This is an optimization exercise on Yosys and OpenROAD, whose aim is small area, not a production implementation.
The RTL was checked by simulation tests, not by an equivalence proof against the original design.

Setup of job 9641:
==> flow/design.v (excerpt) <==
module uart_top(
	input clk,
	input wire rst,
	input wire uart_rx,
	output wire uart_tx,
	output wire[3:0] led
    );
wire [11:0] cnt;
wire        tick;
wire        tick0;
wire [4:0]  u;
wire        sample;
wire        txstart;
wire        clr;
wire [7:0]  q;
uart_rx UART_RX (
	.clock    (clk),
	.i_rst    (rst),
	.i_rx     (uart_rx),
	.o_cnt    (cnt),
	.o_tick   (tick),
	.o_tick0  (tick0),
	.o_u      (u),
	.o_sample (sample),
	.o_txstart(txstart)
	);
filter LPF (
	.clock   (clk),
	.i_rst   (rst),
	.i_rx    (uart_rx),
	.i_clr   (clr),
	.i_cnt   (cnt),
	.i_u     (u),
	.i_sample(sample),
	.o_q     (q)
	);
uart_tx UART_TX (
	.clock    (clk),
	.i_rst    (rst),
	.i_tick   (tick),
	.i_tick0  (tick0),
	.i_start  (txstart),
	.i_data   (q),
	.o_tx     (uart_tx),
	.o_led    (led),
	.o_clr    (clr)
	);
endmodule
Size in the first run: ~460 flip-flops, roughly 8 I/O pins.
export LEC_CHECK = 0
export CAP_MARGIN = 20
export CORE_MARGIN = 2
export CORE_UTILIZATION = 65
export CTS_BUF_LIST = sky130_fd_sc_hd__clkbuf_8
export CTS_CLUSTER_DIAMETER = 60
export CTS_CLUSTER_SIZE = 20
export SLEW_MARGIN = 20
create_clock -name core_clock -period 20.0 [get_ports {clk}]
standard.sh (not shown) runs the stock make flow with config.mk's settings and CLKGATE_MAP_FILE= SYNTH_SCRIPT=/design/flow/synth_recipe.tcl, a recipe that flattens the netlist after the stock synthesis.
==> flow/flow/run.sh <==
#!/bin/bash
# The standard layout with two changes:
#  - synthesis is the standard synthesis script with ABC mapping for area
#    (flow/abc_area.tcl); registers are mapped before ABC and are unchanged;
#  - clock tree synthesis adds no dummy loads.
# Each tool's log is under orfs/logs/; this script's own output goes to
# standard.log.
set -euo pipefail
{ head -n 1 synth_recipe.tcl; cat flow/abc_area.tcl; tail -n +2 synth_recipe.tcl; } > flow_synth.tcl
sed "s#SYNTH_SCRIPT=[^ ]*synth_recipe.tcl#SYNTH_SCRIPT=$PWD/flow_synth.tcl#" standard.sh > flow_standard.sh
grep -q "SYNTH_SCRIPT=$PWD/flow_synth.tcl" flow_standard.sh
export CTS_ARGS="-sink_clustering_enable -repair_clock_nets -dont_use_dummy_load -buf_list sky130_fd_sc_hd__clkbuf_8 -sink_clustering_size 20 -sink_clustering_max_diameter 60"
bash flow_standard.sh > standard.log 2>&1
==> flow/flow/abc_area.tcl <==
# Map with ABC's own default script for the library instead of ORFS's
# delay-driven script (and without its -D target), which trades area for depth.
proc abc {args} {
  set out {}
  set skip 0
  foreach a $args {
    if {$skip} { set skip 0; continue }
    if {$a eq "-script" || $a eq "-D"} { set skip 1; continue }
    lappend out $a
  }
  yosys abc {*}$out
}
> inputs changed (job 9641 -> job 8526)
==> flow/flow/run.sh <==
#!/bin/bash
# Standard layout, with clock tree synthesis told not to add dummy loads.
set -euo pipefail
export CTS_ARGS="-sink_clustering_enable -repair_clock_nets -dont_use_dummy_load -buf_list sky130_fd_sc_hd__clkbuf_8 -sink_clustering_size 20 -sink_clustering_max_diameter 60"
bash standard.sh > standard.log 2>&1
removed: flow/flow/abc_area.tcl
==> comparison <==
Job 8526 ended with more count of mapped cells out of synthesis than job 9641. Area of the mapped netlist, job 9641 and job 8526, lower one = job 9641. Compared with job 9641, job 8526 shows a final period utilization that is 0.38 points lower. Re final total negative setup slack: no difference whatsoever between job 8526 and job 9641. Job 8526: no failed stages, no open violations at the end. ~same post-route standard cell area excluding fillers in job 9641 and job 8526.
For job 6851, these inputs were changed with respect to job 8526:
Settings: swapping 20 for 30 in CTS_CLUSTER_SIZE; swapping 60 for 100 in CTS_CLUSTER_DIAMETER; clearing CTS_BUF_LIST, which used to be sky130_fd_sc_hd__clkbuf_8.
==> flow/run.sh (new file) <==
#!/bin/bash
# synth_recipe.tcl (not shown) runs the flow's synth.tcl, then flattens the netlist and writes it again
# the make line also repeats each setting of config.mk as NAME=value (left out here)
make -C /OpenROAD-flow-scripts/flow DESIGN_CONFIG=/design/flow/config.mk WORK_HOME=/design/flow/orfs CLKGATE_MAP_FILE= SYNTH_SCRIPT=/design/flow/synth_recipe.tcl finish
removed: flow/flow/run.sh
removed: flow/standard.sh
Findings:
Summary of job 6851 over job 8526: global-route wire length before repair +2.8%, maximum frequency fell about 0.6%, average wire per standard cell has increased, flip-flop and latch count saw little to no change.
Re die area: no difference whatsoever between job 6851 and job 8526.
Relative to job 8526, worst setup margin has decreased by 39 ps in job 6851.
Looking at clock insertion delay at the later pin of the skew report across job 6851 and job 8526, the one that comes out higher is job 8526.

afterwards: timing with drivers on the ports:
No port has a modelled driver above. Below, the same layouts with a new extraction and two added sets of constraints. Step 1 sets driving cells, clkbuf_16 on the clock port and buf_2 on the other inputs (assumed; they add their load-dependent delay and slew). Step 2 also shifts input and output timing later by t, the mid clock arrival at the registers, as if the neighbouring blocks saw the same clock. a / b / c = ideal ports / drivers / drivers and shift; a / b = the first two.
run	t (ns)	setup WS [ns]	worst hold slack (ns)
job 9641	0.579	13.717 / 13.678 / 14.257	0.288 / 0.288 / 0.288
job 8526	0.572	13.792 / 13.755 / 14.327	0.307 / 0.307 / 0.307
job 6851	0.544	13.753 / 13.711 / 14.256	0.307 / 0.307 / 0.307
After both steps every run listed still meets setup and hold.
